This is an optimization exercise on Yosys and OpenROAD, whose aim is small area, a short achievable clock period and few clock cycles, not a production implementation. In this exercise RTL edits were held to simulation tests only and were not proved equivalent to the original. Power is estimated from default activity; no workload was simulated.

== job 7164 ==
## gaussian_pyramid
module gaussian_pyramid #(
                    parameter BIT_DEPTH = 8,
                    parameter TOP_WIDTH = 16,
                    parameter TOP_HEIGHT = 16
                    ) (
                    input wire clk_in,
                    input wire rst_in,
                    output logic [$clog2(TOP_WIDTH * TOP_HEIGHT)-1:0] ext_read_addr,
                    output logic ext_read_addr_valid,
                    input wire [BIT_DEPTH-1:0] ext_pixel_in,
                    output logic [$clog2(TOP_WIDTH * TOP_HEIGHT)-1:0] O1L1_write_addr,
                    output logic O1L1_write_valid,
                    output logic [BIT_DEPTH-1:0] O1L1_pixel_out,
                    output logic [$clog2(TOP_WIDTH * TOP_HEIGHT)-1:0] O1L2_write_addr,
                    output logic O1L2_write_valid,
                    output logic [BIT_DEPTH-1:0] O1L2_pixel_out,
                    output logic [$clog2(TOP_WIDTH * TOP_HEIGHT)-1:0] O1L3_write_addr,
                    output logic O1L3_write_valid,
                    output logic [BIT_DEPTH-1:0] O1L3_pixel_out,
                    output logic [$clog2(TOP_WIDTH / 2 * TOP_HEIGHT / 2)-1:0] O2L1_write_addr,
                    output logic O2L1_write_valid,
                    output logic [BIT_DEPTH-1:0] O2L1_pixel_out,
  ...
clock: 10.0 ns
lec_check: 0
cap_margin: 20
core_margin: 2
core_utilization: 60
slew_margin: 20
synth_memory_max_bits: 16384
standard.sh (not shown) runs the stock make flow with config.mk's settings and CLKGATE_MAP_FILE= SYNTH_SCRIPT=/design/flow/synth_recipe.tcl, a recipe that flattens the netlist after the stock synthesis.
==> flow/flow/run.sh <==
#!/bin/bash
set -euo pipefail
bash standard.sh SETUP_SLACK_MARGIN=6.75 BUFFER_PORTS_ARGS=-buffer_cell\ sky130_fd_sc_hd__buf_2 CTS_ARGS=-sink_clustering_enable\ -repair_clock_nets\ -dont_use_dummy_load\ -sink_clustering_size\ 40\ -sink_clustering_max_diameter\ 55 finish > standard_flow.log 2>&1
The flow did not stop early for job 7164: all stages ran, and the layout cleared the timing, DRC and antenna checks.
Testbench counts of job 7164, summed over its fixed seeds: cycles 7,392.
Relative to job 7164, the following input files were edited for job 2319:
Settings: ABC_AREA newly set to 1.
==> flow/flow/run.sh <==
#!/bin/bash
set -euo pipefail
bash standard.sh SETUP_SLACK_MARGIN=7 BUFFER_PORTS_ARGS=-buffer_cell\ sky130_fd_sc_hd__buf_2 CTS_ARGS=-sink_clustering_enable\ -repair_clock_nets\ -dont_use_dummy_load\ -sink_clustering_size\ 30\ -sink_clustering_max_diameter\ 60 finish > standard_flow.log 2>&1
### Flow results
Termination of the worst setup path: O2L1_pixel_out[3] -> job 2319, O2L2_pixel_out[3] -> job 7164. Per the comparison of job 2319 with job 7164, count of input and output buffers saw little to no change; clock power saw a decrease. Comparing job 7164 and job 2319, the lower met1 routing resource usage after global routing was measured on job 7164. Job 2319 against job 7164: share of total power consumed by net switching now sits higher, number of buffers created by CTS now sits lower. Compared with job 7164, job 2319 shows a lower post-synthesis mux area share.
Input changes introduced in job 4173 (baseline for comparison: job 2319):
Settings: ABC_AREA removed (was 1); CORE_UTILIZATION changed from 60 to 40.
==> flow/run.sh (new file) <==
#!/bin/bash
# synth_recipe.tcl (not shown) runs the flow's synth.tcl, then flattens the netlist and writes it again
# the make line also repeats each setting of config.mk as NAME=value (left out here)
make -C /OpenROAD-flow-scripts/flow DESIGN_CONFIG=/design/flow/config.mk WORK_HOME=/design/flow/orfs CLKGATE_MAP_FILE= SYNTH_SCRIPT=/design/flow/synth_recipe.tcl finish
removed: flow/flow/run.sh
removed: flow/standard.sh
--- outcome ---
Against job 2319, job 4173 comes in 8.4 points higher on post-route clock period utilization. Net count of the mapped netlist (job 4173 over job 2319): decrease, about 20%. [job 4173 vs job 2319] maximum frequency: lower in job 4173. Compared with job 2319, global-route wire length before repair in job 4173 decreased by a few percent. Max total area of multi-input combinational cells across job 2319 and job 4173: job 2319. [compare] base=job 2319 new=job 4173: critical path arrival picked up an extra 830 ps; number of cells after detailed placement lost 6.9%. The combinational power in job 4173 is 0.840 times that in job 2319.
The inputs of job 526 differ from those of job 4173 as listed below.
Settings: CORE_UTILIZATION changed from 40 to 60.
==> flow/flow/run.sh (new file) <==
#!/bin/bash
set -euo pipefail
bash standard.sh SETUP_SLACK_MARGIN=7 BUFFER_PORTS_ARGS=-buffer_cell\ sky130_fd_sc_hd__buf_2 CTS_ARGS=-sink_clustering_enable\ -repair_clock_nets\ -dont_use_dummy_load\ -sink_clustering_size\ 30\ -sink_clustering_max_diameter\ 60 finish > standard_flow.log 2>&1
==> flow/standard.sh (new file) <==
#!/bin/bash
# synth_recipe.tcl (not shown) runs the flow's synth.tcl, then flattens the netlist and writes it again
# the make line also repeats each setting of config.mk as NAME=value (left out here)
make -C /OpenROAD-flow-scripts/flow DESIGN_CONFIG=/design/flow/config.mk WORK_HOME=/design/flow/orfs CLKGATE_MAP_FILE= SYNTH_SCRIPT=/design/flow/synth_recipe.tcl "${@:-finish}"
removed: flow/run.sh
--- outcome ---
- From job 4173 to job 526 the numbers moved as follows: final core utilization went up; clock power share lower; die area saw a decrease.
- In the metrics for job 4173 and job 526, the one carrying the higher initial antenna violation count is job 4173.
- Setup WNS job 4173 -> job 526: better
- The worst-margin pin slew reported for job 526 is greater than that of job 4173 by 70 ps.
- [diff] power, job 526 relative to job 4173: improvement
- The lower fraction of standard cell area in multi-input logic of job 4173 and job 526 is in job 4173.
- From job 4173 to job 526 the numbers moved as follows: initial cell density of the core increased by 20 points relative to the old numbers, layout-stage area growth over the synthesis result saw a decrease, final clock period utilization by the worst path decreased by 8.1 points relative to the old numbers.
### job 526 -> job 9409
==> flow/flow/run.sh <==
#!/bin/bash
set -euo pipefail
bash standard.sh SETUP_SLACK_MARGIN=7.5 BUFFER_PORTS_ARGS=-buffer_cell\ sky130_fd_sc_hd__buf_2 CTS_ARGS=-sink_clustering_enable\ -repair_clock_nets\ -dont_use_dummy_load\ -sink_clustering_size\ 30\ -sink_clustering_max_diameter\ 60 finish > standard_flow.log 2>&1
==> comparison <==
- The cell count after placement was comparable across job 526 and job 9409.
- The final reports for job 9409 and job 526 show number of buffers created by CTS lower in the former.
- Average wire length per cell after detail routing in job 9409 is about 3.4% higher than in job 526
- Job 526 ended up with fewer cell instances than job 9409 did.
- Launch point of the worst path = b2.out_d[4]: job 526; launch point of the worst path = b2.out_d[6]: job 9409
- The setup slack after placement of job 9409 was superior to that of job 526.
- Core utilization for job 9409 is higher than for job 526.
- Diff job 526..job 9409 | flip-flop and latch count | unchanged
- Re post-route cell area: job 526 and job 9409 aren't equal, and the lower value belongs to job 526.
- Against job 526, via count in job 9409 rose by a few percent.

[port drivers added, routing unchanged]
The results above use ideal ports. As a check the final layouts listed here were re-extracted and re-timed, cells and wires unchanged.
Step 1, drivers: a clkbuf_16 drives clk_in and a buf_2 each remaining input, both assumed.
Step 2 adds t to the input delays and takes it off the output delays; t is the mean of the earliest and latest rising clock arrival at the registers after step 1. Input paths then give back, and output paths get back, about the clock's delay inside the block.
Slacks: ideal / step 1 / step 2; pairs: ideal / step 1.
| run | t (ns) | setup WS [ns] | worst slew at a driven data input, ns | cell pins on the clock port's net |
|---|---|---|---|---|
| job 7164 | 0.671 | 6.809 / 6.745 / 6.447 | 0.03 | 1 |
| job 2319 | 0.656 | 6.863 / 6.803 / 6.733 | 0.07 | 1 |
| job 4173 | 0.742 | 6.027 / 5.965 / 6.582 | 0.04 | 1 |
| job 526 | 0.653 | 6.832 / 6.771 / 6.547 | 0.04 | 1 |
| job 9409 | 0.662 | 6.817 / 6.749 / 6.895 | 0.05 | 1 |
After both steps every run listed still meets setup and hold. For job 7164, which loses most, drivers alone change the setup slack by -0.064 ns; drivers and shift together by -0.362 ns.
